This design comes from an exercise in tuning for small area and a short achievable clock period on the open sky130 flow, not from production work.
Only the layout flow was run in this run; the RTL was not checked for function there.
Power and IR drop assume default switching activity.

## flow/flow/run.sh

```bash
#!/bin/bash
# Standard ORFS layout, with smaller port buffers and free cell resizing.
set -euo pipefail
bash standard.sh MATCH_CELL_FOOTPRINT=0 ABC_LOAD_IN_FF=1 "BUFFER_PORTS_ARGS=-buffer_cell sky130_fd_sc_hd__buf_1" finish > make_finish.log 2>&1
```

## flow/standard.sh

```bash
#!/bin/bash
# synth_recipe.tcl (not shown) runs the flow's synth.tcl, then flattens the netlist and writes it again
# the make line also repeats each setting of config.mk as NAME=value (left out here)
make -C /OpenROAD-flow-scripts/flow DESIGN_CONFIG=/design/flow/config.mk WORK_HOME=/design/flow/orfs CLKGATE_MAP_FILE= SYNTH_SCRIPT=/design/flow/synth_recipe.tcl "${@:-finish}"
```

## flow/config.mk

```make
export PLATFORM = sky130hd
export DESIGN_NAME = ArithmaticUnit
export DESIGN_NICKNAME = ArithmaticUnit
export VERILOG_FILES = /design/flow/design.v
export SDC_FILE = /design/flow/constraint.sdc
export NUM_CORES = 4
export LEC_CHECK = 0
export CAP_MARGIN = 20
export CORE_MARGIN = 2
export CORE_UTILIZATION = 60
export SETUP_SLACK_MARGIN = 2.5
export SLEW_MARGIN = 20
export SYNTH_HIERARCHICAL = 1
export SYNTH_MINIMUM_KEEP_SIZE = 0
```

## flow/constraint.sdc

```tcl
create_clock -name core_clock -period 8.0 [get_ports {clock_i}]
set_input_delay 1.6000 -clock core_clock [delete_from_list [all_inputs] [get_ports {clock_i}]]
set_output_delay 1.6000 -clock core_clock [all_outputs]
set_load 0.01 [all_outputs]
```

## flow/design.v

```verilog
`timescale 1ns / 1ps
`default_nettype none
module ArithmaticUnit(
		input wire clock_i, isWb_i, enable_i,
		input wire [4:0] wbAddress_i,
		input wire [6:0] opCode_i,
		input wire [15:0] pOperand_i, sOperand_i,
		output reg wbEnable_o,
		output reg [4:0] wbAddress_o,
		output reg [15:0] wbData_o,
		output reg [1:0] statusWriteback_o  
    );
	wire [15:0] P = pOperand_i;
	wire [15:0] S = sOperand_i;
	wire mul = opCode_i[1] & opCode_i[0];
	wire sub = opCode_i[1] & ~opCode_i[0];
	wire as  = opCode_i[1] ^ opCode_i[0];
	wire [7:0] one, two, neg;
	assign one[0] = opCode_i[0] ? (~opCode_i[1] | P[0]) : opCode_i[1];
	assign two[0] = opCode_i[1] & opCode_i[0] & P[1] & ~P[0];
	assign neg[0] = opCode_i[1] & (~opCode_i[0] | P[1]);
	genvar k;
	generate for (k = 1; k < 8; k = k + 1) begin : enc
		assign one[k] = mul & (P[2*k] ^ P[2*k-1]);
		assign two[k] = mul & ((P[2*k+1] & ~P[2*k] & ~P[2*k-1]) | (~P[2*k+1] & P[2*k] & P[2*k-1]));
		assign neg[k] = mul & P[2*k+1];
	end endgenerate
	wire pp0_0_n; pa_nand2 u_pp0_0_n (.a(one[0]), .b(S[0]), .y(pp0_0_n));
	wire pp0_0; pa_xnor2 u_pp0_0 (.a(pp0_0_n), .b(neg[0]), .y(pp0_0));
	wire pp0_1_n; pa_aoi22 u_pp0_1_n (.a(one[0]), .b(S[1]), .c(two[0]), .d(S[0]), .y(pp0_1_n));
	wire pp0_1; pa_xnor2 u_pp0_1 (.a(pp0_1_n), .b(neg[0]), .y(pp0_1));
	wire pp0_2_n; pa_aoi22 u_pp0_2_n (.a(one[0]), .b(S[2]), .c(two[0]), .d(S[1]), .y(pp0_2_n));
	wire pp0_2; pa_xnor2 u_pp0_2 (.a(pp0_2_n), .b(neg[0]), .y(pp0_2));
	wire pp0_3_n; pa_aoi22 u_pp0_3_n (.a(one[0]), .b(S[3]), .c(two[0]), .d(S[2]), .y(pp0_3_n));
	wire pp0_3; pa_xnor2 u_pp0_3 (.a(pp0_3_n), .b(neg[0]), .y(pp0_3));
	wire pp0_4_n; pa_aoi22 u_pp0_4_n (.a(one[0]), .b(S[4]), .c(two[0]), .d(S[3]), .y(pp0_4_n));
	wire pp0_4; pa_xnor2 u_pp0_4 (.a(pp0_4_n), .b(neg[0]), .y(pp0_4));
	wire pp0_5_n; pa_aoi22 u_pp0_5_n (.a(one[0]), .b(S[5]), .c(two[0]), .d(S[4]), .y(pp0_5_n));
	wire pp0_5; pa_xnor2 u_pp0_5 (.a(pp0_5_n), .b(neg[0]), .y(pp0_5));
	wire pp0_6_n; pa_aoi22 u_pp0_6_n (.a(one[0]), .b(S[6]), .c(two[0]), .d(S[5]), .y(pp0_6_n));
	wire pp0_6; pa_xnor2 u_pp0_6 (.a(pp0_6_n), .b(neg[0]), .y(pp0_6));
	wire pp0_7_n; pa_aoi22 u_pp0_7_n (.a(one[0]), .b(S[7]), .c(two[0]), .d(S[6]), .y(pp0_7_n));
	wire pp0_7; pa_xnor2 u_pp0_7 (.a(pp0_7_n), .b(neg[0]), .y(pp0_7));
	wire pp0_8_n; pa_aoi22 u_pp0_8_n (.a(one[0]), .b(S[8]), .c(two[0]), .d(S[7]), .y(pp0_8_n));
	wire pp0_8; pa_xnor2 u_pp0_8 (.a(pp0_8_n), .b(neg[0]), .y(pp0_8));
	wire pp0_9_n; pa_aoi22 u_pp0_9_n (.a(one[0]), .b(S[9]), .c(two[0]), .d(S[8]), .y(pp0_9_n));
	wire pp0_9; pa_xnor2 u_pp0_9 (.a(pp0_9_n), .b(neg[0]), .y(pp0_9));
	wire pp0_10_n; pa_aoi22 u_pp0_10_n (.a(one[0]), .b(S[10]), .c(two[0]), .d(S[9]), .y(pp0_10_n));
	wire pp0_10; pa_xnor2 u_pp0_10 (.a(pp0_10_n), .b(neg[0]), .y(pp0_10));
	wire pp0_11_n; pa_aoi22 u_pp0_11_n (.a(one[0]), .b(S[11]), .c(two[0]), .d(S[10]), .y(pp0_11_n));
	wire pp0_11; pa_xnor2 u_pp0_11 (.a(pp0_11_n), .b(neg[0]), .y(pp0_11));
	wire pp0_12_n; pa_aoi22 u_pp0_12_n (.a(one[0]), .b(S[12]), .c(two[0]), .d(S[11]), .y(pp0_12_n));
	wire pp0_12; pa_xnor2 u_pp0_12 (.a(pp0_12_n), .b(neg[0]), .y(pp0_12));
	wire pp0_13_n; pa_aoi22 u_pp0_13_n (.a(one[0]), .b(S[13]), .c(two[0]), .d(S[12]), .y(pp0_13_n));
	wire pp0_13; pa_xnor2 u_pp0_13 (.a(pp0_13_n), .b(neg[0]), .y(pp0_13));
	wire pp0_14_n; pa_aoi22 u_pp0_14_n (.a(one[0]), .b(S[14]), .c(two[0]), .d(S[13]), .y(pp0_14_n));
	wire pp0_14; pa_xnor2 u_pp0_14 (.a(pp0_14_n), .b(neg[0]), .y(pp0_14));
	wire pp0_15_n; pa_aoi22 u_pp0_15_n (.a(one[0]), .b(S[15]), .c(two[0]), .d(S[14]), .y(pp0_15_n));
	wire pp0_15; pa_xnor2 u_pp0_15 (.a(pp0_15_n), .b(neg[0]), .y(pp0_15));
	wire ng0 = neg[0];
	wire pp1_2_n; pa_aoi22 u_pp1_2_n (.a(one[1]), .b(S[0]), .c(as), .d(P[2]), .y(pp1_2_n));
	wire pp1_2; pa_xnor2 u_pp1_2 (.a(pp1_2_n), .b(neg[1]), .y(pp1_2));
	wire pp1_3_n; pa_aoi222 u_pp1_3_n (.a(one[1]), .b(S[1]), .c(two[1]), .d(S[0]), .e(as), .f(P[3]), .y(pp1_3_n));
	wire pp1_3; pa_xnor2 u_pp1_3 (.a(pp1_3_n), .b(neg[1]), .y(pp1_3));
	wire pp1_4_n; pa_aoi222 u_pp1_4_n (.a(one[1]), .b(S[2]), .c(two[1]), .d(S[1]), .e(as), .f(P[4]), .y(pp1_4_n));
	wire pp1_4; pa_xnor2 u_pp1_4 (.a(pp1_4_n), .b(neg[1]), .y(pp1_4));
	wire pp1_5_n; pa_aoi222 u_pp1_5_n (.a(one[1]), .b(S[3]), .c(two[1]), .d(S[2]), .e(as), .f(P[5]), .y(pp1_5_n));
	wire pp1_5; pa_xnor2 u_pp1_5 (.a(pp1_5_n), .b(neg[1]), .y(pp1_5));
	wire pp1_6_n; pa_aoi222 u_pp1_6_n (.a(one[1]), .b(S[4]), .c(two[1]), .d(S[3]), .e(as), .f(P[6]), .y(pp1_6_n));
	wire pp1_6; pa_xnor2 u_pp1_6 (.a(pp1_6_n), .b(neg[1]), .y(pp1_6));
	wire pp1_7_n; pa_aoi222 u_pp1_7_n (.a(one[1]), .b(S[5]), .c(two[1]), .d(S[4]), .e(as), .f(P[7]), .y(pp1_7_n));
	wire pp1_7; pa_xnor2 u_pp1_7 (.a(pp1_7_n), .b(neg[1]), .y(pp1_7));
	wire pp1_8_n; pa_aoi222 u_pp1_8_n (.a(one[1]), .b(S[6]), .c(two[1]), .d(S[5]), .e(as), .f(P[8]), .y(pp1_8_n));
	wire pp1_8; pa_xnor2 u_pp1_8 (.a(pp1_8_n), .b(neg[1]), .y(pp1_8));
	wire pp1_9_n; pa_aoi222 u_pp1_9_n (.a(one[1]), .b(S[7]), .c(two[1]), .d(S[6]), .e(as), .f(P[9]), .y(pp1_9_n));
	wire pp1_9; pa_xnor2 u_pp1_9 (.a(pp1_9_n), .b(neg[1]), .y(pp1_9));
	wire pp1_10_n; pa_aoi222 u_pp1_10_n (.a(one[1]), .b(S[8]), .c(two[1]), .d(S[7]), .e(as), .f(P[10]), .y(pp1_10_n));
	wire pp1_10; pa_xnor2 u_pp1_10 (.a(pp1_10_n), .b(neg[1]), .y(pp1_10));
	wire pp1_11_n; pa_aoi222 u_pp1_11_n (.a(one[1]), .b(S[9]), .c(two[1]), .d(S[8]), .e(as), .f(P[11]), .y(pp1_11_n));
	wire pp1_11; pa_xnor2 u_pp1_11 (.a(pp1_11_n), .b(neg[1]), .y(pp1_11));
	wire pp1_12_n; pa_aoi222 u_pp1_12_n (.a(one[1]), .b(S[10]), .c(two[1]), .d(S[9]), .e(as), .f(P[12]), .y(pp1_12_n));
	wire pp1_12; pa_xnor2 u_pp1_12 (.a(pp1_12_n), .b(neg[1]), .y(pp1_12));
	wire pp1_13_n; pa_aoi222 u_pp1_13_n (.a(one[1]), .b(S[11]), .c(two[1]), .d(S[10]), .e(as), .f(P[13]), .y(pp1_13_n));
	wire pp1_13; pa_xnor2 u_pp1_13 (.a(pp1_13_n), .b(neg[1]), .y(pp1_13));
	wire pp1_14_n; pa_aoi222 u_pp1_14_n (.a(one[1]), .b(S[12]), .c(two[1]), .d(S[11]), .e(as), .f(P[14]), .y(pp1_14_n));
	wire pp1_14; pa_xnor2 u_pp1_14 (.a(pp1_14_n), .b(neg[1]), .y(pp1_14));
	wire pp1_15_n; pa_aoi222 u_pp1_15_n (.a(one[1]), .b(S[13]), .c(two[1]), .d(S[12]), .e(as), .f(P[15]), .y(pp1_15_n));
	wire pp1_15; pa_xnor2 u_pp1_15 (.a(pp1_15_n), .b(neg[1]), .y(pp1_15));
	wire ng1 = neg[1];
	wire pp2_4_n; pa_nand2 u_pp2_4_n (.a(one[2]), .b(S[0]), .y(pp2_4_n));
	wire pp2_4; pa_xnor2 u_pp2_4 (.a(pp2_4_n), .b(neg[2]), .y(pp2_4));
	wire pp2_5_n; pa_aoi22 u_pp2_5_n (.a(one[2]), .b(S[1]), .c(two[2]), .d(S[0]), .y(pp2_5_n));
	wire pp2_5; pa_xnor2 u_pp2_5 (.a(pp2_5_n), .b(neg[2]), .y(pp2_5));
	wire pp2_6_n; pa_aoi22 u_pp2_6_n (.a(one[2]), .b(S[2]), .c(two[2]), .d(S[1]), .y(pp2_6_n));
	wire pp2_6; pa_xnor2 u_pp2_6 (.a(pp2_6_n), .b(neg[2]), .y(pp2_6));
	wire pp2_7_n; pa_aoi22 u_pp2_7_n (.a(one[2]), .b(S[3]), .c(two[2]), .d(S[2]), .y(pp2_7_n));
	wire pp2_7; pa_xnor2 u_pp2_7 (.a(pp2_7_n), .b(neg[2]), .y(pp2_7));
	wire pp2_8_n; pa_aoi22 u_pp2_8_n (.a(one[2]), .b(S[4]), .c(two[2]), .d(S[3]), .y(pp2_8_n));
	wire pp2_8; pa_xnor2 u_pp2_8 (.a(pp2_8_n), .b(neg[2]), .y(pp2_8));
	wire pp2_9_n; pa_aoi22 u_pp2_9_n (.a(one[2]), .b(S[5]), .c(two[2]), .d(S[4]), .y(pp2_9_n));
	wire pp2_9; pa_xnor2 u_pp2_9 (.a(pp2_9_n), .b(neg[2]), .y(pp2_9));
	wire pp2_10_n; pa_aoi22 u_pp2_10_n (.a(one[2]), .b(S[6]), .c(two[2]), .d(S[5]), .y(pp2_10_n));
	wire pp2_10; pa_xnor2 u_pp2_10 (.a(pp2_10_n), .b(neg[2]), .y(pp2_10));
	wire pp2_11_n; pa_aoi22 u_pp2_11_n (.a(one[2]), .b(S[7]), .c(two[2]), .d(S[6]), .y(pp2_11_n));
	wire pp2_11; pa_xnor2 u_pp2_11 (.a(pp2_11_n), .b(neg[2]), .y(pp2_11));
	wire pp2_12_n; pa_aoi22 u_pp2_12_n (.a(one[2]), .b(S[8]), .c(two[2]), .d(S[7]), .y(pp2_12_n));
	wire pp2_12; pa_xnor2 u_pp2_12 (.a(pp2_12_n), .b(neg[2]), .y(pp2_12));
	wire pp2_13_n; pa_aoi22 u_pp2_13_n (.a(one[2]), .b(S[9]), .c(two[2]), .d(S[8]), .y(pp2_13_n));
	wire pp2_13; pa_xnor2 u_pp2_13 (.a(pp2_13_n), .b(neg[2]), .y(pp2_13));
	wire pp2_14_n; pa_aoi22 u_pp2_14_n (.a(one[2]), .b(S[10]), .c(two[2]), .d(S[9]), .y(pp2_14_n));
	wire pp2_14; pa_xnor2 u_pp2_14 (.a(pp2_14_n), .b(neg[2]), .y(pp2_14));
	wire pp2_15_n; pa_aoi22 u_pp2_15_n (.a(one[2]), .b(S[11]), .c(two[2]), .d(S[10]), .y(pp2_15_n));
	wire pp2_15; pa_xnor2 u_pp2_15 (.a(pp2_15_n), .b(neg[2]), .y(pp2_15));
	wire ng2 = neg[2];
	wire pp3_6_n; pa_nand2 u_pp3_6_n (.a(one[3]), .b(S[0]), .y(pp3_6_n));
	wire pp3_6; pa_xnor2 u_pp3_6 (.a(pp3_6_n), .b(neg[3]), .y(pp3_6));
	wire pp3_7_n; pa_aoi22 u_pp3_7_n (.a(one[3]), .b(S[1]), .c(two[3]), .d(S[0]), .y(pp3_7_n));
	wire pp3_7; pa_xnor2 u_pp3_7 (.a(pp3_7_n), .b(neg[3]), .y(pp3_7));
	wire pp3_8_n; pa_aoi22 u_pp3_8_n (.a(one[3]), .b(S[2]), .c(two[3]), .d(S[1]), .y(pp3_8_n));
	wire pp3_8; pa_xnor2 u_pp3_8 (.a(pp3_8_n), .b(neg[3]), .y(pp3_8));
	wire pp3_9_n; pa_aoi22 u_pp3_9_n (.a(one[3]), .b(S[3]), .c(two[3]), .d(S[2]), .y(pp3_9_n));
	wire pp3_9; pa_xnor2 u_pp3_9 (.a(pp3_9_n), .b(neg[3]), .y(pp3_9));
	wire pp3_10_n; pa_aoi22 u_pp3_10_n (.a(one[3]), .b(S[4]), .c(two[3]), .d(S[3]), .y(pp3_10_n));
	wire pp3_10; pa_xnor2 u_pp3_10 (.a(pp3_10_n), .b(neg[3]), .y(pp3_10));
	wire pp3_11_n; pa_aoi22 u_pp3_11_n (.a(one[3]), .b(S[5]), .c(two[3]), .d(S[4]), .y(pp3_11_n));
	wire pp3_11; pa_xnor2 u_pp3_11 (.a(pp3_11_n), .b(neg[3]), .y(pp3_11));
	wire pp3_12_n; pa_aoi22 u_pp3_12_n (.a(one[3]), .b(S[6]), .c(two[3]), .d(S[5]), .y(pp3_12_n));
	wire pp3_12; pa_xnor2 u_pp3_12 (.a(pp3_12_n), .b(neg[3]), .y(pp3_12));
	wire pp3_13_n; pa_aoi22 u_pp3_13_n (.a(one[3]), .b(S[7]), .c(two[3]), .d(S[6]), .y(pp3_13_n));
	wire pp3_13; pa_xnor2 u_pp3_13 (.a(pp3_13_n), .b(neg[3]), .y(pp3_13));
	wire pp3_14_n; pa_aoi22 u_pp3_14_n (.a(one[3]), .b(S[8]), .c(two[3]), .d(S[7]), .y(pp3_14_n));
	wire pp3_14; pa_xnor2 u_pp3_14 (.a(pp3_14_n), .b(neg[3]), .y(pp3_14));
	wire pp3_15_n; pa_aoi22 u_pp3_15_n (.a(one[3]), .b(S[9]), .c(two[3]), .d(S[8]), .y(pp3_15_n));
	wire pp3_15; pa_xnor2 u_pp3_15 (.a(pp3_15_n), .b(neg[3]), .y(pp3_15));
	wire ng3 = neg[3];
	wire pp4_8_n; pa_nand2 u_pp4_8_n (.a(one[4]), .b(S[0]), .y(pp4_8_n));
	wire pp4_8; pa_xnor2 u_pp4_8 (.a(pp4_8_n), .b(neg[4]), .y(pp4_8));
	wire pp4_9_n; pa_aoi22 u_pp4_9_n (.a(one[4]), .b(S[1]), .c(two[4]), .d(S[0]), .y(pp4_9_n));
	wire pp4_9; pa_xnor2 u_pp4_9 (.a(pp4_9_n), .b(neg[4]), .y(pp4_9));
	wire pp4_10_n; pa_aoi22 u_pp4_10_n (.a(one[4]), .b(S[2]), .c(two[4]), .d(S[1]), .y(pp4_10_n));
	wire pp4_10; pa_xnor2 u_pp4_10 (.a(pp4_10_n), .b(neg[4]), .y(pp4_10));
	wire pp4_11_n; pa_aoi22 u_pp4_11_n (.a(one[4]), .b(S[3]), .c(two[4]), .d(S[2]), .y(pp4_11_n));
	wire pp4_11; pa_xnor2 u_pp4_11 (.a(pp4_11_n), .b(neg[4]), .y(pp4_11));
	wire pp4_12_n; pa_aoi22 u_pp4_12_n (.a(one[4]), .b(S[4]), .c(two[4]), .d(S[3]), .y(pp4_12_n));
	wire pp4_12; pa_xnor2 u_pp4_12 (.a(pp4_12_n), .b(neg[4]), .y(pp4_12));
	wire pp4_13_n; pa_aoi22 u_pp4_13_n (.a(one[4]), .b(S[5]), .c(two[4]), .d(S[4]), .y(pp4_13_n));
	wire pp4_13; pa_xnor2 u_pp4_13 (.a(pp4_13_n), .b(neg[4]), .y(pp4_13));
	wire pp4_14_n; pa_aoi22 u_pp4_14_n (.a(one[4]), .b(S[6]), .c(two[4]), .d(S[5]), .y(pp4_14_n));
	wire pp4_14; pa_xnor2 u_pp4_14 (.a(pp4_14_n), .b(neg[4]), .y(pp4_14));
	wire pp4_15_n; pa_aoi22 u_pp4_15_n (.a(one[4]), .b(S[7]), .c(two[4]), .d(S[6]), .y(pp4_15_n));
	wire pp4_15; pa_xnor2 u_pp4_15 (.a(pp4_15_n), .b(neg[4]), .y(pp4_15));
	wire ng4 = neg[4];
	wire pp5_10_n; pa_nand2 u_pp5_10_n (.a(one[5]), .b(S[0]), .y(pp5_10_n));
	wire pp5_10; pa_xnor2 u_pp5_10 (.a(pp5_10_n), .b(neg[5]), .y(pp5_10));
	wire pp5_11_n; pa_aoi22 u_pp5_11_n (.a(one[5]), .b(S[1]), .c(two[5]), .d(S[0]), .y(pp5_11_n));
	wire pp5_11; pa_xnor2 u_pp5_11 (.a(pp5_11_n), .b(neg[5]), .y(pp5_11));
	wire pp5_12_n; pa_aoi22 u_pp5_12_n (.a(one[5]), .b(S[2]), .c(two[5]), .d(S[1]), .y(pp5_12_n));
	wire pp5_12; pa_xnor2 u_pp5_12 (.a(pp5_12_n), .b(neg[5]), .y(pp5_12));
	wire pp5_13_n; pa_aoi22 u_pp5_13_n (.a(one[5]), .b(S[3]), .c(two[5]), .d(S[2]), .y(pp5_13_n));
	wire pp5_13; pa_xnor2 u_pp5_13 (.a(pp5_13_n), .b(neg[5]), .y(pp5_13));
	wire pp5_14_n; pa_aoi22 u_pp5_14_n (.a(one[5]), .b(S[4]), .c(two[5]), .d(S[3]), .y(pp5_14_n));
	wire pp5_14; pa_xnor2 u_pp5_14 (.a(pp5_14_n), .b(neg[5]), .y(pp5_14));
	wire pp5_15_n; pa_aoi22 u_pp5_15_n (.a(one[5]), .b(S[5]), .c(two[5]), .d(S[4]), .y(pp5_15_n));
	wire pp5_15; pa_xnor2 u_pp5_15 (.a(pp5_15_n), .b(neg[5]), .y(pp5_15));
	wire ng5 = neg[5];
	wire pp6_12_n; pa_nand2 u_pp6_12_n (.a(one[6]), .b(S[0]), .y(pp6_12_n));
	wire pp6_12; pa_xnor2 u_pp6_12 (.a(pp6_12_n), .b(neg[6]), .y(pp6_12));
	wire pp6_13_n; pa_aoi22 u_pp6_13_n (.a(one[6]), .b(S[1]), .c(two[6]), .d(S[0]), .y(pp6_13_n));
	wire pp6_13; pa_xnor2 u_pp6_13 (.a(pp6_13_n), .b(neg[6]), .y(pp6_13));
	wire pp6_14_n; pa_aoi22 u_pp6_14_n (.a(one[6]), .b(S[2]), .c(two[6]), .d(S[1]), .y(pp6_14_n));
	wire pp6_14; pa_xnor2 u_pp6_14 (.a(pp6_14_n), .b(neg[6]), .y(pp6_14));
	wire pp6_15_n; pa_aoi22 u_pp6_15_n (.a(one[6]), .b(S[3]), .c(two[6]), .d(S[2]), .y(pp6_15_n));
	wire pp6_15; pa_xnor2 u_pp6_15 (.a(pp6_15_n), .b(neg[6]), .y(pp6_15));
	wire ng6 = neg[6];
	wire pp7_14_n; pa_nand2 u_pp7_14_n (.a(one[7]), .b(S[0]), .y(pp7_14_n));
	wire pp7_14; pa_xnor2 u_pp7_14 (.a(pp7_14_n), .b(neg[7]), .y(pp7_14));
	wire pp7_15_n; pa_aoi22 u_pp7_15_n (.a(one[7]), .b(S[1]), .c(two[7]), .d(S[0]), .y(pp7_15_n));
	wire pp7_15; pa_xnor2 u_pp7_15 (.a(pp7_15_n), .b(neg[7]), .y(pp7_15));
	wire ng7 = neg[7];
	wire xp0 = as & P[0];
	wire xp1 = as & P[1];
	wire hs0, hc0; pa_xor2 u_hs0 (.a(ng5), .b(pp2_10), .y(hs0)); pa_and2 u_hc0 (.a(ng5), .b(pp2_10), .y(hc0));
	wire hs1, hc1; pa_xor2 u_hs1 (.a(pp2_11), .b(pp3_11), .y(hs1)); pa_and2 u_hc1 (.a(pp2_11), .b(pp3_11), .y(hc1));
	wire hs2, hc2; pa_xor2 u_hs2 (.a(ng6), .b(pp2_12), .y(hs2)); pa_and2 u_hc2 (.a(ng6), .b(pp2_12), .y(hc2));
	wire fs0_x, fs0, fc0; pa_xor2 u_fs0_x (.a(pp3_12), .b(pp4_12), .y(fs0_x)); pa_xor2 u_fs0 (.a(fs0_x), .b(pp5_12), .y(fs0)); pa_maj3 u_fc0 (.a(pp3_12), .b(pp4_12), .c(pp5_12), .y(fc0));
	wire hs3, hc3; pa_xor2 u_hs3 (.a(pp2_13), .b(pp3_13), .y(hs3)); pa_and2 u_hc3 (.a(pp2_13), .b(pp3_13), .y(hc3));
	wire fs1_x, fs1, fc1; pa_xor2 u_fs1_x (.a(pp4_13), .b(pp5_13), .y(fs1_x)); pa_xor2 u_fs1 (.a(fs1_x), .b(pp6_13), .y(fs1)); pa_maj3 u_fc1 (.a(pp4_13), .b(pp5_13), .c(pp6_13), .y(fc1));
	wire hs4, hc4; pa_xor2 u_hs4 (.a(ng7), .b(pp2_14), .y(hs4)); pa_and2 u_hc4 (.a(ng7), .b(pp2_14), .y(hc4));
	wire fs2, fc2; pa_fa u_fs2 (.a(pp3_14), .b(pp4_14), .c(pp0_14), .s(fs2), .co(fc2));
	wire fs3_x, fs3, fc3; pa_xor2 u_fs3_x (.a(pp5_14), .b(pp6_14), .y(fs3_x)); pa_xor2 u_fs3 (.a(fs3_x), .b(pp7_14), .y(fs3)); pa_maj3 u_fc3 (.a(pp5_14), .b(pp6_14), .c(pp7_14), .y(fc3));
	wire hs5, hc5; pa_xor2 u_hs5 (.a(pp2_15), .b(pp3_15), .y(hs5)); pa_and2 u_hc5 (.a(pp2_15), .b(pp3_15), .y(hc5));
	wire fs4, fc4; pa_fa u_fs4 (.a(pp4_15), .b(pp5_15), .c(pp1_15), .s(fs4), .co(fc4));
	wire fs5, fc5; pa_fa u_fs5 (.a(pp6_15), .b(pp7_15), .c(pp0_15), .s(fs5), .co(fc5));
	wire hs6, hc6; pa_xor2 u_hs6 (.a(ng3), .b(pp2_6), .y(hs6)); pa_and2 u_hc6 (.a(ng3), .b(pp2_6), .y(hc6));
	wire hs7, hc7; pa_xor2 u_hs7 (.a(pp2_7), .b(pp3_7), .y(hs7)); pa_and2 u_hc7 (.a(pp2_7), .b(pp3_7), .y(hc7));
	wire hs8, hc8; pa_xor2 u_hs8 (.a(ng4), .b(pp2_8), .y(hs8)); pa_and2 u_hc8 (.a(ng4), .b(pp2_8), .y(hc8));
	wire fs6_x, fs6, fc6; pa_xor2 u_fs6_x (.a(pp3_8), .b(pp4_8), .y(fs6_x)); pa_xor2 u_fs6 (.a(fs6_x), .b(pp0_8), .y(fs6)); pa_maj3 u_fc6 (.a(pp3_8), .b(pp4_8), .c(pp0_8), .y(fc6));
	wire hs9, hc9; pa_xor2 u_hs9 (.a(pp2_9), .b(pp3_9), .y(hs9)); pa_and2 u_hc9 (.a(pp2_9), .b(pp3_9), .y(hc9));
	wire fs7_x, fs7, fc7; pa_xor2 u_fs7_x (.a(pp4_9), .b(pp0_9), .y(fs7_x)); pa_xor2 u_fs7 (.a(fs7_x), .b(pp1_9), .y(fs7)); pa_maj3 u_fc7 (.a(pp4_9), .b(pp0_9), .c(pp1_9), .y(fc7));
	wire fs8_x, fs8, fc8; pa_xor2 u_fs8_x (.a(pp3_10), .b(pp4_10), .y(fs8_x)); pa_xor2 u_fs8 (.a(fs8_x), .b(hs0), .y(fs8)); pa_maj3 u_fc8 (.a(pp3_10), .b(pp4_10), .c(hs0), .y(fc8));
	wire fs9_x, fs9, fc9; pa_xor2 u_fs9_x (.a(pp5_10), .b(pp0_10), .y(fs9_x)); pa_xor2 u_fs9 (.a(fs9_x), .b(pp1_10), .y(fs9)); pa_maj3 u_fc9 (.a(pp5_10), .b(pp0_10), .c(pp1_10), .y(fc9));
	wire fs10_x, fs10, fc10; pa_xor2 u_fs10_x (.a(pp4_11), .b(pp5_11), .y(fs10_x)); pa_xor2 u_fs10 (.a(fs10_x), .b(hs1), .y(fs10)); pa_maj3 u_fc10 (.a(pp4_11), .b(pp5_11), .c(hs1), .y(fc10));
	wire fs11_x, fs11, fc11; pa_xor2 u_fs11_x (.a(pp0_11), .b(pp1_11), .y(fs11_x)); pa_xor2 u_fs11 (.a(fs11_x), .b(hc0), .y(fs11)); pa_maj3 u_fc11 (.a(pp0_11), .b(pp1_11), .c(hc0), .y(fc11));
	wire fs12_x, fs12, fc12; pa_xor2 u_fs12_x (.a(pp6_12), .b(pp0_12), .y(fs12_x)); pa_xor2 u_fs12 (.a(fs12_x), .b(fs0), .y(fs12)); pa_maj3 u_fc12 (.a(pp6_12), .b(pp0_12), .c(fs0), .y(fc12));
	wire fs13_x, fs13, fc13; pa_xor2 u_fs13_x (.a(pp1_12), .b(hc1), .y(fs13_x)); pa_xor2 u_fs13 (.a(fs13_x), .b(hs2), .y(fs13)); pa_maj3 u_fc13 (.a(pp1_12), .b(hc1), .c(hs2), .y(fc13));
	wire fs14_x, fs14, fc14; pa_xor2 u_fs14_x (.a(pp0_13), .b(pp1_13), .y(fs14_x)); pa_xor2 u_fs14 (.a(fs14_x), .b(fs1), .y(fs14)); pa_maj3 u_fc14 (.a(pp0_13), .b(pp1_13), .c(fs1), .y(fc14));
	wire fs15_x, fs15, fc15; pa_xor2 u_fs15_x (.a(hc2), .b(hs3), .y(fs15_x)); pa_xor2 u_fs15 (.a(fs15_x), .b(fc0), .y(fs15)); pa_maj3 u_fc15 (.a(hc2), .b(hs3), .c(fc0), .y(fc15));
	wire fs16_x, fs16, fc16; pa_xor2 u_fs16_x (.a(pp1_14), .b(hc3), .y(fs16_x)); pa_xor2 u_fs16 (.a(fs16_x), .b(fs3), .y(fs16)); pa_maj3 u_fc16 (.a(pp1_14), .b(hc3), .c(fs3), .y(fc16));
	wire fs17_x, fs17, fc17; pa_xor2 u_fs17_x (.a(hs4), .b(fc1), .y(fs17_x)); pa_xor2 u_fs17 (.a(fs17_x), .b(fs2), .y(fs17)); pa_maj3 u_fc17 (.a(hs4), .b(fc1), .c(fs2), .y(fc17));
	wire fs18_x, fs18, fc18; pa_xor2 u_fs18_x (.a(hc4), .b(hs5), .y(fs18_x)); pa_xor2 u_fs18 (.a(fs18_x), .b(fc2), .y(fs18)); pa_maj3 u_fc18 (.a(hc4), .b(hs5), .c(fc2), .y(fc18));
	wire fs19_x, fs19, fc19; pa_xor2 u_fs19_x (.a(fc3), .b(fs4), .y(fs19_x)); pa_xor2 u_fs19 (.a(fs19_x), .b(fs5), .y(fs19)); pa_maj3 u_fc19 (.a(fc3), .b(fs4), .c(fs5), .y(fc19));
	wire hs10, hc10; pa_xor2 u_hs10 (.a(ng2), .b(pp2_4), .y(hs10)); pa_and2 u_hc10 (.a(ng2), .b(pp2_4), .y(hc10));
	wire hs11, hc11; pa_xor2 u_hs11 (.a(pp2_5), .b(pp0_5), .y(hs11)); pa_and2 u_hc11 (.a(pp2_5), .b(pp0_5), .y(hc11));
	wire fs20, fc20; pa_fa u_fs20 (.a(pp3_6), .b(pp0_6), .c(pp1_6), .s(fs20), .co(fc20));
	wire fs21, fc21; pa_fa u_fs21 (.a(pp0_7), .b(pp1_7), .c(hc6), .s(fs21), .co(fc21));
	wire fs22, fc22; pa_fa u_fs22 (.a(pp1_8), .b(hc7), .c(hs8), .s(fs22), .co(fc22));
	wire fs23_x, fs23, fc23; pa_xor2 u_fs23_x (.a(hc8), .b(hs9), .y(fs23_x)); pa_xor2 u_fs23 (.a(fs23_x), .b(fc6), .y(fs23)); pa_maj3 u_fc23 (.a(hc8), .b(hs9), .c(fc6), .y(fc23));
	wire fs24_x, fs24, fc24; pa_xor2 u_fs24_x (.a(hc9), .b(fc7), .y(fs24_x)); pa_xor2 u_fs24 (.a(fs24_x), .b(fs8), .y(fs24)); pa_maj3 u_fc24 (.a(hc9), .b(fc7), .c(fs8), .y(fc24));
	wire fs25_x, fs25, fc25; pa_xor2 u_fs25_x (.a(fc9), .b(fs10), .y(fs25_x)); pa_xor2 u_fs25 (.a(fs25_x), .b(fs11), .y(fs25)); pa_maj3 u_fc25 (.a(fc9), .b(fs10), .c(fs11), .y(fc25));
	wire fs26_x, fs26, fc26; pa_xor2 u_fs26_x (.a(fc11), .b(fc10), .y(fs26_x)); pa_xor2 u_fs26 (.a(fs26_x), .b(fs13), .y(fs26)); pa_maj3 u_fc26 (.a(fc11), .b(fc10), .c(fs13), .y(fc26));
	wire fs27_x, fs27, fc27; pa_xor2 u_fs27_x (.a(fc13), .b(fs14), .y(fs27_x)); pa_xor2 u_fs27 (.a(fs27_x), .b(fs15), .y(fs27)); pa_maj3 u_fc27 (.a(fc13), .b(fs14), .c(fs15), .y(fc27));
	wire fs28_x, fs28, fc28; pa_xor2 u_fs28_x (.a(fs16), .b(fc15), .y(fs28_x)); pa_xor2 u_fs28 (.a(fs28_x), .b(fc14), .y(fs28)); pa_maj3 u_fc28 (.a(fs16), .b(fc15), .c(fc14), .y(fc28));
	wire fs29_x, fs29, fc29; pa_xor2 u_fs29_x (.a(fs18), .b(fc16), .y(fs29_x)); pa_xor2 u_fs29 (.a(fs29_x), .b(fc17), .y(fs29)); pa_maj3 u_fc29 (.a(fs18), .b(fc16), .c(fc17), .y(fc29));
	wire hs12, hc12; pa_xor2 u_hs12 (.a(xp0), .b(ng0), .y(hs12)); pa_and2 u_hc12 (.a(xp0), .b(ng0), .y(hc12));
	wire hs13, hc13; pa_xor2 u_hs13 (.a(xp1), .b(pp0_1), .y(hs13)); pa_and2 u_hc13 (.a(xp1), .b(pp0_1), .y(hc13));
	wire fs30, fc30; pa_fa u_fs30 (.a(ng1), .b(pp0_2), .c(pp1_2), .s(fs30), .co(fc30));
	wire hs14, hc14; pa_xor2 u_hs14 (.a(pp0_3), .b(pp1_3), .y(hs14)); pa_and2 u_hc14 (.a(pp0_3), .b(pp1_3), .y(hc14));
	wire fs31, fc31; pa_fa u_fs31 (.a(pp0_4), .b(pp1_4), .c(hs10), .s(fs31), .co(fc31));
	wire fs32, fc32; pa_fa u_fs32 (.a(pp1_5), .b(hc10), .c(hs11), .s(fs32), .co(fc32));
	wire fs33, fc33; pa_fa u_fs33 (.a(hs6), .b(hc11), .c(fs20), .s(fs33), .co(fc33));
	wire fs34, fc34; pa_fa u_fs34 (.a(hs7), .b(fc20), .c(fs21), .s(fs34), .co(fc34));
	wire fs35, fc35; pa_fa u_fs35 (.a(fs6), .b(fc21), .c(fs22), .s(fs35), .co(fc35));
	wire fs36, fc36; pa_fa u_fs36 (.a(fs7), .b(fc22), .c(fs23), .s(fs36), .co(fc36));
	wire fs37_x, fs37, fc37; pa_xor2 u_fs37_x (.a(fs9), .b(fc23), .y(fs37_x)); pa_xor2 u_fs37 (.a(fs37_x), .b(fs24), .y(fs37)); pa_maj3 u_fc37 (.a(fs9), .b(fc23), .c(fs24), .y(fc37));
	wire fs38_x, fs38, fc38; pa_xor2 u_fs38_x (.a(fc8), .b(fc24), .y(fs38_x)); pa_xor2 u_fs38 (.a(fs38_x), .b(fs25), .y(fs38)); pa_maj3 u_fc38 (.a(fc8), .b(fc24), .c(fs25), .y(fc38));
	wire fs39_x, fs39, fc39; pa_xor2 u_fs39_x (.a(fs12), .b(fc25), .y(fs39_x)); pa_xor2 u_fs39 (.a(fs39_x), .b(fs26), .y(fs39)); pa_maj3 u_fc39 (.a(fs12), .b(fc25), .c(fs26), .y(fc39));
	wire fs40_x, fs40, fc40; pa_xor2 u_fs40_x (.a(fc12), .b(fc26), .y(fs40_x)); pa_xor2 u_fs40 (.a(fs40_x), .b(fs27), .y(fs40)); pa_maj3 u_fc40 (.a(fc12), .b(fc26), .c(fs27), .y(fc40));
	wire fs41_x, fs41, fc41; pa_xor2 u_fs41_x (.a(fs17), .b(fc27), .y(fs41_x)); pa_xor2 u_fs41 (.a(fs41_x), .b(fs28), .y(fs41)); pa_maj3 u_fc41 (.a(fs17), .b(fc27), .c(fs28), .y(fc41));
	wire fs42_x, fs42, fc42; pa_xor2 u_fs42_x (.a(fs19), .b(fc28), .y(fs42_x)); pa_xor2 u_fs42 (.a(fs42_x), .b(fs29), .y(fs42)); pa_maj3 u_fc42 (.a(fs19), .b(fc28), .c(fs29), .y(fc42));
	wire [15:0] ra = {fc41, fc40, fc39, fc38, fc37, fc36, fc35, fc34, fc33, fc32, fc31, hc14, fc30, hc13, hc12, hs12};
	wire [15:0] rb = {fs42, fs41, fs40, fs39, fs38, fs37, fs36, fs35, fs34, fs33, fs32, fs31, hs14, fs30, hs13, pp0_0};
	wire [15:0] g0 = ra & rb;
	wire [15:0] p0 = ra ^ rb;
	wire g1_1 = g0[1] | (p0[1] & g0[0]);
	wire g1_3 = g0[3] | (p0[3] & g0[2]);
	wire p1_3 = p0[3] & p0[2];
	wire g1_5 = g0[5] | (p0[5] & g0[4]);
	wire p1_5 = p0[5] & p0[4];
	wire g1_7 = g0[7] | (p0[7] & g0[6]);
	wire p1_7 = p0[7] & p0[6];
	wire g1_9 = g0[9] | (p0[9] & g0[8]);
	wire p1_9 = p0[9] & p0[8];
	wire g1_11 = g0[11] | (p0[11] & g0[10]);
	wire p1_11 = p0[11] & p0[10];
	wire g1_13 = g0[13] | (p0[13] & g0[12]);
	wire p1_13 = p0[13] & p0[12];
	wire g1_15 = g0[15] | (p0[15] & g0[14]);
	wire p1_15 = p0[15] & p0[14];
	wire g2_2 = g0[2] | (p0[2] & g1_1);
	wire g2_3 = g1_3 | (p1_3 & g1_1);
	wire g2_6 = g0[6] | (p0[6] & g1_5);
	wire p2_6 = p0[6] & p1_5;
	wire g2_7 = g1_7 | (p1_7 & g1_5);
	wire p2_7 = p1_7 & p1_5;
	wire g2_10 = g0[10] | (p0[10] & g1_9);
	wire p2_10 = p0[10] & p1_9;
	wire g2_11 = g1_11 | (p1_11 & g1_9);
	wire p2_11 = p1_11 & p1_9;
	wire g2_14 = g0[14] | (p0[14] & g1_13);
	wire p2_14 = p0[14] & p1_13;
	wire g2_15 = g1_15 | (p1_15 & g1_13);
	wire p2_15 = p1_15 & p1_13;
	wire g3_4 = g0[4] | (p0[4] & g2_3);
	wire g3_5 = g1_5 | (p1_5 & g2_3);
	wire g3_6 = g2_6 | (p2_6 & g2_3);
	wire g3_7 = g2_7 | (p2_7 & g2_3);
	wire g3_12 = g0[12] | (p0[12] & g2_11);
	wire p3_12 = p0[12] & p2_11;
	wire g3_13 = g1_13 | (p1_13 & g2_11);
	wire p3_13 = p1_13 & p2_11;
	wire g3_14 = g2_14 | (p2_14 & g2_11);
	wire p3_14 = p2_14 & p2_11;
	wire g3_15 = g2_15 | (p2_15 & g2_11);
	wire p3_15 = p2_15 & p2_11;
	wire g4_8 = g0[8] | (p0[8] & g3_7);
	wire g4_9 = g1_9 | (p1_9 & g3_7);
	wire g4_10 = g2_10 | (p2_10 & g3_7);
	wire g4_11 = g2_11 | (p2_11 & g3_7);
	wire g4_12 = g3_12 | (p3_12 & g3_7);
	wire g4_13 = g3_13 | (p3_13 & g3_7);
	wire g4_14 = g3_14 | (p3_14 & g3_7);
	wire g4_15 = g3_15 | (p3_15 & g3_7);
	wire [16:0] sum;
	assign sum[0] = p0[0];
	assign sum[1] = p0[1] ^ g0[0];
	assign sum[2] = p0[2] ^ g1_1;
	assign sum[3] = p0[3] ^ g2_2;
	assign sum[4] = p0[4] ^ g2_3;
	assign sum[5] = p0[5] ^ g3_4;
	assign sum[6] = p0[6] ^ g3_5;
	assign sum[7] = p0[7] ^ g3_6;
	assign sum[8] = p0[8] ^ g3_7;
	assign sum[9] = p0[9] ^ g4_8;
	assign sum[10] = p0[10] ^ g4_9;
	assign sum[11] = p0[11] ^ g4_10;
	assign sum[12] = p0[12] ^ g4_11;
	assign sum[13] = p0[13] ^ g4_12;
	assign sum[14] = p0[14] ^ g4_13;
	assign sum[15] = p0[15] ^ g4_14;
	assign sum[16] = g4_15;
	wire cout = sum[16] | hc5 | fc4 | fc5 | fc18 | fc19 | fc29 | fc42;
	wire arith = ~|opCode_i[6:2];
	always @(posedge clock_i)
	begin
		if (enable_i)
		begin
			wbEnable_o <= isWb_i & |opCode_i;
			wbAddress_o <= wbAddress_i;
			if (arith) wbData_o <= sum[15:0];
			if (arith & as) statusWriteback_o <= {~opCode_i[1] & cout, opCode_i[1] & ~cout};
		end
	end
endmodule
module pa_aoi22(input wire a, b, c, d, output wire y);
	assign y = ~((a & b) | (c & d));
endmodule
module pa_aoi222(input wire a, b, c, d, e, f, output wire y);
	assign y = ~((a & b) | (c & d) | (e & f));
endmodule
module pa_nand2(input wire a, b, output wire y);
	assign y = ~(a & b);
endmodule
module pa_xnor2(input wire a, b, output wire y);
	assign y = ~(a ^ b);
endmodule
module pa_xor2(input wire a, b, output wire y);
	assign y = a ^ b;
endmodule
module pa_and2(input wire a, b, output wire y);
	assign y = a & b;
endmodule
module pa_maj3(input wire a, b, c, output wire y);
	assign y = (a & b) | (a & c) | (b & c);
endmodule
module pa_fa(input wire a, b, c, output wire s, co);
	assign s = a ^ b ^ c;
	assign co = (a & b) | (a & c) | (b & c);
endmodule
module pa_ha(input wire a, b, output wire s, co);
	assign s = a ^ b;
	assign co = a & b;
endmodule
```

==> flow_metrics.env <==
export IMPL_port_buffers=70
export IMPL_cp_max_fo=13
export IMPL_start_kind="input pin"
export IMPL_crit_top_cell="xor2_1"
export IMPL_period_minus_slack_ns=5.43
export IMPL_yosys_top_cells_count="86 x xor2_1, 78 x xnor2_1, 52 x a22oi_1"
export IMPL_drtAntennaViolNets=0
export IMPL_syn_inst=451
export IMPL_fill_cells=571
export IMPL_grt_overflow=0
export IMPL_p_per_area_nw_per_um2=245
export IMPL_setup_tns_ns=0
export IMPL_root_buffer="clkbuf_8"
export IMPL_worstMarginPinSlew_ns=0.868
export IMPL_drive_gt1_frac=0.158
export IMPL_comb_power_share=0.757
export IMPL_path_class="in2reg"
export IMPL_clock_sinks=24
export IMPL_place_inst=616
export IMPL_detailed_place_area_sq_um=4690
export IMPL_drt_iter0_markers=264
export IMPL_cp_slowest_cell="a222oi_1"
export IMPL_slowest_delay_ns=0.37
export IMPL_die_w_um=88.7
export IMPL_maxSlewHeadroom=0.422
export IMPL_peakVddDrop_v=0.000299
export IMPL_status="no timing/DRC/antenna violations"
export IMPL_p_int_w=0.000678
export IMPL_swShare=0.449
export IMPL_hold_viol=0
export IMPL_cts_tree="built"
export IMPL_yosysSeqAreaShare=0.167
export IMPL_grt_first_pass_wirelength_um=16900
export IMPL_nets=621
export IMPL_synth_seq_cells=24
export IMPL_viasPerCell=5.99
export IMPL_antenna_cells=0
export IMPL_min_from="wbAddress_i[4]"
export IMPL_final_period_utilization=0.679
export IMPL_syn_area_per_cell_sq_um=9.54
export IMPL_min_path_cells=1
export IMPL_grt_max_degree=23
export IMPL_synth_fp_nets=532
export IMPL_setup_slack_ns=2.57
export IMPL_design_area_sq_um=5020
export IMPL_synth_warnings=7
export IMPL_fin_cells=635
export IMPL_hold_ws_ns=1.50
export IMPL_hold_path_class="in2reg"
export IMPL_holdPathEnd="wbAddress_o[4]$_DFFE_PP_"
export IMPL_cts_clk_slew_worst_paths_ns=0.09
export IMPL_initial_utilization=0.626
export IMPL_dr_pass1_iters=6
export IMPL_pwr_share_clk=0.086
export IMPL_num_vias=3806
export IMPL_power_leakage_nw=1.98
export IMPL_max_cap_viol_count=0
export IMPL_die_y_um=88.7
export IMPL_ioPinCount=71
export IMPL_async_flop_share=0
export IMPL_required_ns=8.02
export IMPL_final_setup_viol_count=0
export IMPL_synth_distinct_cells=35
export IMPL_clockBufferDepth=2
export IMPL_grt_setup_unrepaired="false"
export IMPL_synth_area_top_cells="xor2_1 18%, edfxtp_1 17%, xnor2_1 16%, a22oi_1 9.1%, fa_1 7.9%"
export IMPL_syn_area_sq_um=4300
export IMPL_endpoint_kind="flop"
export IMPL_drc=0
export IMPL_crit_chain="clkbuf_2, ha_4, buf_4, and2_2, a222oi_1, xnor2_1, maj3_2, xor2_1, xor2_1, xor2_2, ha_4, and3_1, a31o_2, o31ai_4, o21bai_1, xor2_1"
export IMPL_h_tree_depth=1
export IMPL_avgRoutedWirePerCell_um=17.7
export IMPL_path_buf_inv=2
export IMPL_yosysTopAreaCell="xor2_1"
export IMPL_cp_top_family="compound AO/OA/AOI/OAI gates"
export IMPL_place_congestion=0.918
export IMPL_synthFlopType="edfxtp_1"
export IMPL_fmax_mhz=184
export IMPL_critPathArrivalTime_ns=5.45
export IMPL_synth_most_common_cell="xor2_1"
export IMPL_synth_edff_count=24
export IMPL_cts_buffers=3
export IMPL_grt_pass1_vias=3454
export IMPL_power_switching_w=0.000552
export IMPL_die_area_sq_um=7870
export IMPL_drv_slew=0
export IMPL_grt_antenna_before_repair=0
export IMPL_std_cell_rows=30
export IMPL_p_seq_frac=0.157
export IMPL_grt_usage=0.276
export IMPL_syn2layout_area_growth_pct=16.7
export IMPL_core_area_sq_um=6870
export IMPL_yosys_area_top_type_share=0.175
export IMPL_drt_wl_total_um=11200
export IMPL_pre_cts_ws_ns=1.56
export IMPL_hpwl_um=8190
-- worst max-delay path by stage --
stage	endpoint	cells past startpoint	from
floorplan	wbData_o[15]$_DFFE_PP_	16	opCode_i[0]
global placement	wbData_o[15]$_DFFE_PP_	16	opCode_i[1]
detailed placement	wbData_o[15]$_DFFE_PP_	16	opCode_i[1]
CTS	wbData_o[15]$_DFFE_PP_	13	pOperand_i[1]
global route	wbData_o[15]$_DFFE_PP_	16	opCode_i[1]
finish	wbData_o[15]$_DFFE_PP_	16	opCode_i[1]
-- layout make-up --
type	instances	area [sq um]	area share
clock inverter	1	30.0	0.00598
tap	96	120	0.0239
multi-input combinational	418	3700	0.737
timing repair buffer	85	377	0.0750
inverter	8	30.0	0.00598
clock buffer	3	41.3	0.00822
sequential	24	721	0.143
-- cells by family (layout without fill, tap and decap cells) --
family,count (synthesis),after routing,share of synthesized area
buffers and inverters,10,97,0.00872
XOR/XNOR,164,164,0.334
flip-flops,24,24,0.167
AND/OR/NAND/NOR,90,91,0.109
AO/OA/AOI/OAI,99,99,0.174
adder cells (fa/ha/maj),64,64,0.207
-- power groups by stage --
stage | logic, W | clock network [W] | registers [W]
after floorplan | 0.000665 | 0 | 0.000199
after global placement | 0.000820 | 0 | 0.000196
after detailed placement | 0.000837 | 0 | 0.000196
after CTS | 0.000846 | 0.000109 | 0.000193
after global routing | 0.00103 | 0.000113 | 0.000194
final | 0.000932 | 0.000106 | 0.000193
-- registers in the layout (all words and copies together), names as in the netlist --
register / flops
wbAddress_o: 5
wbData_o: 16
statusWriteback_o: 2
wbEnable_o: 1
-- modules after synthesis, one instance, submodules excluded, a selection --
module / area, sq um / cells inside / times used
pa_nand2: 3.75 / 1 / 7
pa_fa: 20.0 / 1 / 13
pa_and2: 6.26 / 1 / 15
pa_xor2: 8.76 / 1 / 75
pa_xnor2: 8.76 / 1 / 72
pa_maj3: 11.3 / 1 / 30
pa_aoi22: 7.51 / 1 / 52
-- per-layer routing --
layer,track usage,share of wire
met1,0.405,0.44
met3,0.0382,0.086
met4,0.0510,0.013
met5,0,0
met2,0.439,0.46
-- cells in the final DEF, fill, tap and decap left out, types with 4 or more instances in the layout --
master,n
a21o_1,6
a21oi_1,4
a222oi_1,13
a22oi_1,52
and2_0,24
and2_1,5
and2_2,4
and2_4,8
buf_1,67
buf_4,14
clkbuf_2,4
edfxtp_1,24
fa_1,17
ha_1,13
inv_1,8
maj3_2,30
nand2_1,25
nor2_1,11
o21ai_0,9
xnor2_1,75
xor2_1,81
xor2_2,5
-- through the flow --
stage	utilization	total power, W
6_report	0.731	0.00123
5_1_grt	0.731	0.00134
4_1_cts	0.697	0.00115
3_3_place_gp	0.682	0.00102
3_5_place_dp	0.682	0.00103
2_1_floorplan	-	0.000865
-- timing repair --
action | 4_1_cts | 5_1_grt
hold endpoints to repair | 0 | 0
gates resized for setup | 23 | 35
hold buffers | 0 | 0
endpoints found under the setup margin | 10 | 6
gates cloned | 0 | 1
pin swaps | 0 | 24
setup buffers | 0 | 14

## static timing again, ports no longer ideal
No port has a modelled driver above. Below, the same layout with a new extraction and two added sets of constraints.
Step 1 sets driving cells, clkbuf_16 on the clock port and buf_2 on the other inputs (assumed; they add their load-dependent delay and slew).
Step 2 moves the port delays by t, midway between the first and last clock arrival at a register: inputs arrive t later, outputs are due t later. That takes back most of the time a late clock gives input paths.
Three values: ideal, step 1, step 2; two values: the first two.
t, ns: 0.291
slack for setup (ns): 2.569 / 2.567 / 2.275
slew at the worst register clock pin (ns): 0.09 / 0.09
After both steps setup and hold are still met in this run. The setup slack of this run moves by -0.002 ns with the drivers and by -0.294 ns with both steps.
